Background: an optimization exercise with open tools, aiming at small area, a short achievable clock period and few clock cycles. Do not read the settings as production practice.
Function not checked in this run: the RTL went through the layout flow alone.
Power and IR drop assume default switching activity.

File: flow/io_buffers.tcl
# Sourced after global placement (POST_GLOBAL_PLACE_TCL). Swap each port
# buffer for a plain buffer: buf_4 on inputs, buf_2 on outputs.
set nswap 0
foreach inst [[ord::get_db_block] getInsts] {
  if { [[$inst getMaster] getName] ne "sky130_fd_sc_hd__clkdlybuf4s50_1" } { continue }
  set to ""
  foreach it [$inst getITerms] {
    set net [$it getNet]
    if { $net eq "NULL" || [llength [$net getBTerms]] == 0 } { continue }
    if { [$it isInputSignal] } { set to sky130_fd_sc_hd__buf_4 } else { set to sky130_fd_sc_hd__buf_2 }
  }
  if { $to ne "" } {
    replace_cell [$inst getName] $to
    incr nswap
  }
}
puts "io_buffers: swapped $nswap port buffers"
File: constraint.sdc
create_clock -name core_clock -period 20.0 [get_ports {clk}]
set_input_delay 4.0000 -clock core_clock [delete_from_list [all_inputs] [get_ports {clk}]]
set_output_delay 4.0000 -clock core_clock [all_outputs]
set_load 0.01 [all_outputs]
File: design.v
`timescale 1ns/1ps
module rf_read32 (
input  [31:0] sel,
input  [31:0] d,
output        y
);
wire [10:0] n;
genvar g;
generate
	for (g = 0; g < 10; g = g + 1) begin : grp
		rf_aoi3 u (.s(sel[3*g+2:3*g]), .d(d[3*g+2:3*g]), .y(n[g]));
	end
endgenerate
rf_aoi3 u10 (.s({1'b0, sel[31:30]}), .d({1'b0, d[31:30]}), .y(n[10]));
assign y = ~&n;
endmodule
module rf_aoi3 (
input  [2:0] s,
input  [2:0] d,
output       y
);
assign y = ~|(s & d);
endmodule
`timescale 1ns/1ps
module regfile(
input clk,
input [4:0] readReg1, readReg2, writeReg,
input [31:0] writeData,
input  write,
output [31:0] readData1, readData2
);
reg [31:0] Registers [0:31];
always @(posedge clk)
	if (write) Registers[writeReg] <= writeData;
reg [31:0] sel1, sel2;
reg [31:0] col [0:31];		 
integer r, b;
always @(*) begin
	for (r = 0; r < 32; r = r + 1) begin
		sel1[r] = (readReg1 == r);
		sel2[r] = (readReg2 == r);
	end
	for (b = 0; b < 32; b = b + 1)
		for (r = 0; r < 32; r = r + 1)
			col[b][r] = Registers[r][b];
end
genvar gb;
generate
	for (gb = 0; gb < 32; gb = gb + 1) begin : bit_
		rf_read32 p1 (.sel(sel1), .d(col[gb]), .y(readData1[gb]));
		rf_read32 p2 (.sel(sel2), .d(col[gb]), .y(readData2[gb]));
	end
endgenerate
endmodule
`timescale 1ns/1ps
module datapath
#(	parameter [31:0] INITIAL_PC = 32'h00400000
)
(
input clk, rst,
input [31:0] instr, dReadData,
output reg [31:0] PC,
output reg MemRead, MemWrite,
output reg [31:0] dAddress, dWriteData
);
reg        iv;           
reg [31:0] ir;
reg        dv;           
reg [31:0] ea, eb;
reg [13:0] eimm;
reg        brp;          
reg [4:0]  erd;
reg        ewe, eld, est, ebr, euimm;
reg        esub, esel_add, esel_slt, esel_xor, esel_or, esel_and, esel_sh, esh_left, esh_arith;
reg [31:0] m1res;       
reg [4:0]  m1rd, m2rd;
reg        m1we, m1ld, m2we, m2ld;
reg [31:0] m2res;
wire [6:0] op  = ir[6:0];
wire [2:0] f3  = ir[14:12];
wire [4:0] rs1 = ir[19:15];
wire [4:0] rs2 = ir[24:20];
wire [4:0] rd  = ir[11:7];
wire isR  = (op == 7'b0110011);
wire isI  = (op == 7'b0010011);
wire isLW = (op == 7'b0000011);
wire isSW = (op == 7'b0100011);
wire isBR = (op == 7'b1100011);
wire isA  = isR | isI;
wire d_we  = isA | isLW;
wire d_rs2 = isR | isSW | isBR;
wire [12:0] immb = {ir[31], ir[7], ir[30:25], ir[11:8], 1'b0};
wire [13:0] d_imm = isBR ? ({immb[12], immb} - 14'd12)
                  : isSW ? {{2{ir[31]}}, ir[31:25], ir[11:7]}
                  :        {{2{ir[31]}}, ir[31:20]};
wire [31:0] wdata = m2ld ? dReadData : m2res;
wire [31:0] rd1, rd2;
regfile regfile1 (.clk(clk), .readReg1(rs1), .readReg2(rs2), .writeReg(m2rd),
		  .writeData(wdata), .write(m2we), .readData1(rd1), .readData2(rd2));
wire [31:0] d_a = (m1we && m1rd == rs1) ? m1res : (m2we && m2rd == rs1) ? wdata : rd1;
wire [31:0] d_b = (m1we && m1rd == rs2) ? m1res : (m2we && m2rd == rs2) ? wdata : rd2;
wire hz = dv & ((eld  & (erd  == rs1 || (d_rs2 && erd  == rs2)))
              | (m1ld & (m1rd == rs1 || (d_rs2 && m1rd == rs2))));
wire [31:0] a   = ea;
wire [31:0] b   = eb;
wire [31:0] op2 = euimm ? {{18{eimm[13]}}, eimm} : b;
wire [31:0] result;
wire [31:0] bx  = esub ? ~op2 : op2;
wire [31:0] sum = p0 ^ cy;
wire        lt  = (a[31] ^ op2[31]) ? a[31] : sum[31];
wire [31:0] x   = a ^ op2;
wire [31:0] g0 = a & bx;
wire [31:0] p0 = a ^ bx;
reg  [31:0] g, p, cy;
integer i, d;
always @(*) begin
	g = g0;
	p = p0;
	for (d = 1; d < 32; d = d * 2)
		for (i = 2*d-1; i < 32; i = i + 2*d) begin
			g[i] = g[i] | (p[i] & g[i-d]);
			p[i] = p[i] & p[i-d];
		end
	for (d = 8; d >= 1; d = d / 2)
		for (i = 3*d-1; i < 32; i = i + 2*d) begin
			g[i] = g[i] | (p[i] & g[i-d]);
			p[i] = p[i] & p[i-d];
		end
	cy[0] = esub;
	for (i = 1; i < 32; i = i + 1) cy[i] = g[i-1] | (p[i-1] & esub);
end
reg  [31:0] ain, sr, shout;
always @(*) begin
	for (i = 0; i < 32; i = i + 1) ain[i] = esh_left ? a[31-i] : a[i];
	sr = $unsigned($signed({esh_arith & a[31], ain}) >>> op2[4:0]);
	for (i = 0; i < 32; i = i + 1) shout[i] = esh_left ? sr[31-i] : sr[i];
end
assign result = ({32{esel_add}} & sum)
              | ({32{esel_slt}} & {31'b0, lt})
              | ({32{esel_xor}} & x)
              | ({32{esel_or}}  & (a | op2))
              | ({32{esel_and}} & (a & op2))
              | ({32{esel_sh}}  & shout);
wire jmp      = dv & isBR & (rs1 == rs2);
wire [13:0] jmp_off = {immb[12], immb} - 14'd8;
wire taken    = ebr & (a == b);
wire redirect = taken | brp | hz | jmp;
wire d_go     = dv & ~redirect;
wire [13:0] pc_off = brp ? eimm : hz ? -14'd8 : jmp ? jmp_off : 14'd4;
wire [31:0] pc_nx  = PC + {{18{pc_off[13]}}, pc_off};
wire fwa = ewe && erd == rs1;
wire fwb = ewe && erd == rs2;
always @(posedge clk) begin
	if (rst) PC <= INITIAL_PC;
	else if (!taken) PC <= pc_nx;
	brp <= ~rst & taken;
	iv <= ~rst & ~redirect;
	dv <= ~rst & iv & ~redirect;
	ir <= instr;
	ewe  <= ~rst & d_go & d_we;
	eld  <= ~rst & d_go & isLW;
	est  <= ~rst & d_go & isSW;
	ebr  <= ~rst & d_go & isBR;
	euimm <= isI | isLW | isSW;
	esub     <= isR & ((f3 == 3'b000 & ir[30]) | f3 == 3'b010) | isI & f3 == 3'b010;
	esel_add <= isA & f3 == 3'b000 | isLW | isSW;
	esel_slt <= isA & f3 == 3'b010;
	esel_xor <= isA & f3 == 3'b100;
	esel_or  <= isA & f3 == 3'b110;
	esel_and <= isA & f3 == 3'b111;
	esel_sh  <= isA & f3[1:0] == 2'b01;
	esh_left <= ~f3[2];
	esh_arith <= ir[30];
	if (!taken) eimm <= d_imm;
	erd  <= rd;
	ea   <= fwa ? result : d_a;
	eb   <= fwb ? result : d_b;
	dAddress   <= result;
	m1res      <= result;
	dWriteData <= b;
	MemRead    <= ~rst & eld;
	MemWrite   <= ~rst & est;
	m1we <= ~rst & ewe;
	m1ld <= ~rst & eld;
	m1rd <= erd;
	m2we  <= ~rst & m1we;
	m2ld  <= m1ld;
	m2rd  <= m1rd;
	m2res <= m1res;
end
endmodule
`timescale 1ns/1ps
module multicycle
#(	parameter [31:0] INITIAL_PC = 32'h00400000
)
(
input clk, rst,
input [31:0] instr, dReadData,
output MemRead, MemWrite,
output [31:0] PC, dAddress, dWriteData
);
datapath #(INITIAL_PC) datapath1 (.clk(clk), .rst(rst), .instr(instr), .dReadData(dReadData),
	.PC(PC), .MemRead(MemRead), .MemWrite(MemWrite), .dAddress(dAddress), .dWriteData(dWriteData));
endmodule
File: config.mk
export PLATFORM = sky130hd
export DESIGN_NAME = multicycle
export DESIGN_NICKNAME = multicycle
export VERILOG_FILES = /design/flow/design.v
export SDC_FILE = /design/flow/constraint.sdc
export NUM_CORES = 4
export LEC_CHECK = 0
export CAP_MARGIN = 20
export CORE_MARGIN = 2
export CORE_UTILIZATION = 40
export PLACE_DENSITY = 0.6
export SLEW_MARGIN = 20
export SYNTH_HIERARCHICAL = 1
File: flow/run.sh
#!/bin/bash
set -euo pipefail
work=$(pwd)
export POST_GLOBAL_PLACE_TCL=$work/flow/io_buffers.tcl
export SETUP_SLACK_MARGIN=14.6
bash standard.sh synth > "$work/flow_synth.log" 2>&1
bash standard.sh finish > "$work/flow_layout.log" 2>&1
File: standard.sh
#!/bin/bash
# synth_recipe.tcl (not shown) runs the flow's synth.tcl, then flattens the netlist and writes it again
# the make line also repeats each setting of config.mk as NAME=value (left out here)
make -C /OpenROAD-flow-scripts/flow DESIGN_CONFIG=/design/flow/config.mk WORK_HOME=/design/flow/orfs CLKGATE_MAP_FILE= SYNTH_SCRIPT=/design/flow/synth_recipe.tcl "${@:-finish}"
==> summary.txt <==
routing by layer:
metal | wire length [µm] | vias to the layer above
li1 | - | 18900
met1 | 83500 | 23300
met2 | 110000 | 4222
met3 | 37400 | 1203
met4 | 21200 | 20
met5 | 305 | -
cells in the mapped netlist, types with 64 or more instances:
master	instances	share of area (%)
mux2i_1	106	1.8
a222oi_1	704	12
inv_1	135	0.88
conb_1	64	0.41
xnor2_1	88	1.3
xor2_1	71	1.1
nand2_1	181	1.2
ha_1	129	2.8
a21oi_1	169	1.5
nor2_1	218	1.4
nand4_1	138	1.5
edfxtp_1	1038	54
dfxtp_1	261	9.0
o21ai_0	74	0.64
or3_1	77	0.83
a211oi_1	87	1.1
nand3_1	99	0.86
clkbuf_1	98	0.64
worst max path at each step:
stage	from	end	slack (ns)	cells after the start
after CTS	datapath1.dAddress[5]	dAddress[5]	14.60	1
after global routing	datapath1.ir[15]	datapath1.PC[28]	14.52	18
after global placement	dReadData[1]	datapath1.regfile1.Registers[18][1]	13.64	3
after detailed placement	dReadData[1]	datapath1.regfile1.Registers[19][1]	13.93	3
after floorplan	dReadData[28]	datapath1.eb[28]	14.98	5
final	datapath1.dAddress[27]	dAddress[27]	14.62	1
state kept, by name, indices dropped and copies added (netlist names), 5 cells and up:
signal / flops
datapath1.m2rd: 5
datapath1.m1rd: 5
datapath1.erd: 5
datapath1.m2res: 32
datapath1.regfile1.Registers: 1024
datapath1.ir: 32
datapath1.eb: 32
datapath1.ea: 32
datapath1.dWriteData: 32
datapath1.dAddress: 32
datapath1.PC: 32
datapath1.eimm: 14
cells by family after synthesis:
kind of cell / after synthesis / share of synthesized area (%)
other cells: 64 / 0.415
flops: 1299 / 62.9
simple gates: 862 / 7.49
xor+xnor: 159 / 2.41
mux: 159 / 3.49
compound gates: 1291 / 18.8
buf+inv: 259 / 1.72
fa+ha+maj: 130 / 2.82
area by class of cell:
cell class              count  area, µm²
fillers                 12700      76600
flip-flops and latches   1299      36400
multi-input cells        2729      21300
clock buffers             181       3780
well taps                1903       2380
repair buffers            302       2020
clock inverters            68        597
inverters                 139        522
diodes                      4       10.0
modules after synthesis (local to each module, per instance), a selection:
module	area, µm²	flip-flops and latches	copies in the design	cells inside
regfile	31400	1024	1	1165
rf_aoi3	10.0	0	704	1
rf_read32	27.5	0	64	5
through the flow:
stage / cells / instance area, µm² / utilization [%] / hold slack, ns
CTS: 6620 / 67100 / 46.7 / 0.389
detailed placement: 6371 / 62600 / 43.6 / 0.382
finish: 6625 / 67100 / 46.7 / 0.390
floorplan: 4287 / 58100 / - / 0.348
global route: 6621 / 67100 / 46.7 / 0.395
global placement: 6371 / 63300 / 44.1 / 0.387
report_power, final:
part           internal (W)  switching (W)  leakage (nW)
logic              0.000259       0.000441          9.03
registers           0.00294      0.0000906          12.3
clock network       0.00142        0.00110          2.15
repair_timing:
action                     in CTS  in global routing
setup endpoints to repair      39                 43
cloned                          0                  0
hold endpoints to repair        0                  0
setup buffers                   0                  1
gates resized for setup        34                  7
==> results.yml <==
run_status:
  status: "timing/DRC/antenna clean"
synthesis:
  synth_area_per_cell_um2: 13.7
  synth-seq-cells: 1299
  ys_seq_area_share_pct: 62.9
  syn_area_mm2: 0.0579
  async_reset_ff_share_pct: 0
  netlist_instances: 4223
  ys.flop_type: "edfxtp_1"
  synth-edff-count: 1038
  yosysWarnings: 10
  synth_cell_type_count: 80
worst_setup_path:
  critical_path.max_stage_delay_ns: 0.43
  slowest_stage: "dfxtp_1"
  reg2regPathDepth: 18
  cp_max_fo: 4
  worst-setup-path-type: "flip-flop to primary output"
  cp-end-kind: "primary output"
  cp.arrival_ns: 1.38
  crit_family: "flip-flops"
  r2r-start: "datapath1.ir[20]"
  worstPathCellList: "buf_2"
  crit_required_ns: 16.00
  startpoint_type: "flip-flop"
  path_buf_inv: 1
  r2r_slack_ns: 14.76
  rr_endpoint: "datapath1.PC[28]"
power:
  p_leak_nw: 23.5
  power_w: 0.00625
  peakVddDrop_mv: 0.0731
  power_density_mw_per_mm2: 93.1
timing:
  slew_headroom_pct: 18.8
  setup_viol: 0
  worst_pin_slew_ns: 1.22
  min_period_ns: 5.38
  finalHoldViolCount: 0
  skew_ns: 0.0351
  fmax_ghz: 0.186
  min_period_over_period_pct: 26.9
  setup_tns_ns: 0
  rsz0062_at_grt: "true"
  timing.final.max_slew_violations: 0
  layout_setup_ws_ns: 14.62
die:
  num_rows: 139
  die_area_mm2: 0.148
  dieWidth_um: 384
  die_h_um: 384
  io_pins: 164
  core_area_mm2: 0.144
  start_util_pct: 40.3
global_routing:
  globalRouteMet2Util_pct: 51.4
  top_usage_layer: "met2"
  met1_usage_pct: 38.6
  grt_usage_pct: 33.2
  antenna_found_initial: 10
  grt_remaining_overflow: 0
  grt_max_degree: 65
  use_met3_pct: 11.6
  grt_pass1_vias: 45300
  grt_pass1_wl_um: 343000
worst_hold_path:
  whs_endpoint: "datapath1.m2res[18]"
  hp-class: "flip-flop to flip-flop"
  hold_depth: 0
  hp-start: "datapath1.dAddress[18]"
routing:
  drc_errors: 0
  ant_nets: 0
  via_count: 47700
  totalWireLength_um: 253000
  routed_via_density: 7.19
  drt_iter0_drc: 10000
  first_pass_iters: 30
  wl_per_cell_um: 38.2
placement:
  port_buffers: 163
  dp_slack_ns: 13.93
  dpl.hpwl_um: 147000
cts:
  cts_tree: "done"
  clockBufferDepth: 3
  cts_buffers: 140
  clock-sinks: 1299
  htreeDepth: 4
  clock_latency_ns: 0.80
  hold_buffers: 0
  root_buffer: "clkbuf_16"
  cts.clk_slew.worst_paths_ns: 0.07
cells_and_area:
  fin_nets: 4807
  layout_common_cells: "edfxtp_1 (1,038), a222oi_1 (704), dfxtp_1 (226)"
  final_common_cell: "edfxtp_1"
  drive_above_1_share_pct: 15.2
  syn_to_final_growth_pct: 15.9
run:
  cap_violations: 0

==> static timing again, ports no longer ideal <==
The flow's constraints put no driver on any port. The routed layout listed below was extracted and timed again, unchanged, in two steps.
Step 1, drivers: a clkbuf_16 drives clk and a buf_2 each remaining input, both assumed.
Step 2, shift: input delay + t, output delay - t, t = (earliest + latest rising clock arrival at the registers) / 2. This alone moves slack from input paths to output paths.
a / b / c = ideal ports / drivers / drivers and shift; a / b = the first two.
t (ns): 0.863
setup slack, ns: 14.625 / 14.540 / 13.852
clock arrival spread, ns: 0.041 / 0.041
After both steps this run still meets setup and hold. For this run, drivers alone change the setup slack by -0.085 ns; drivers and shift together by -0.773 ns.
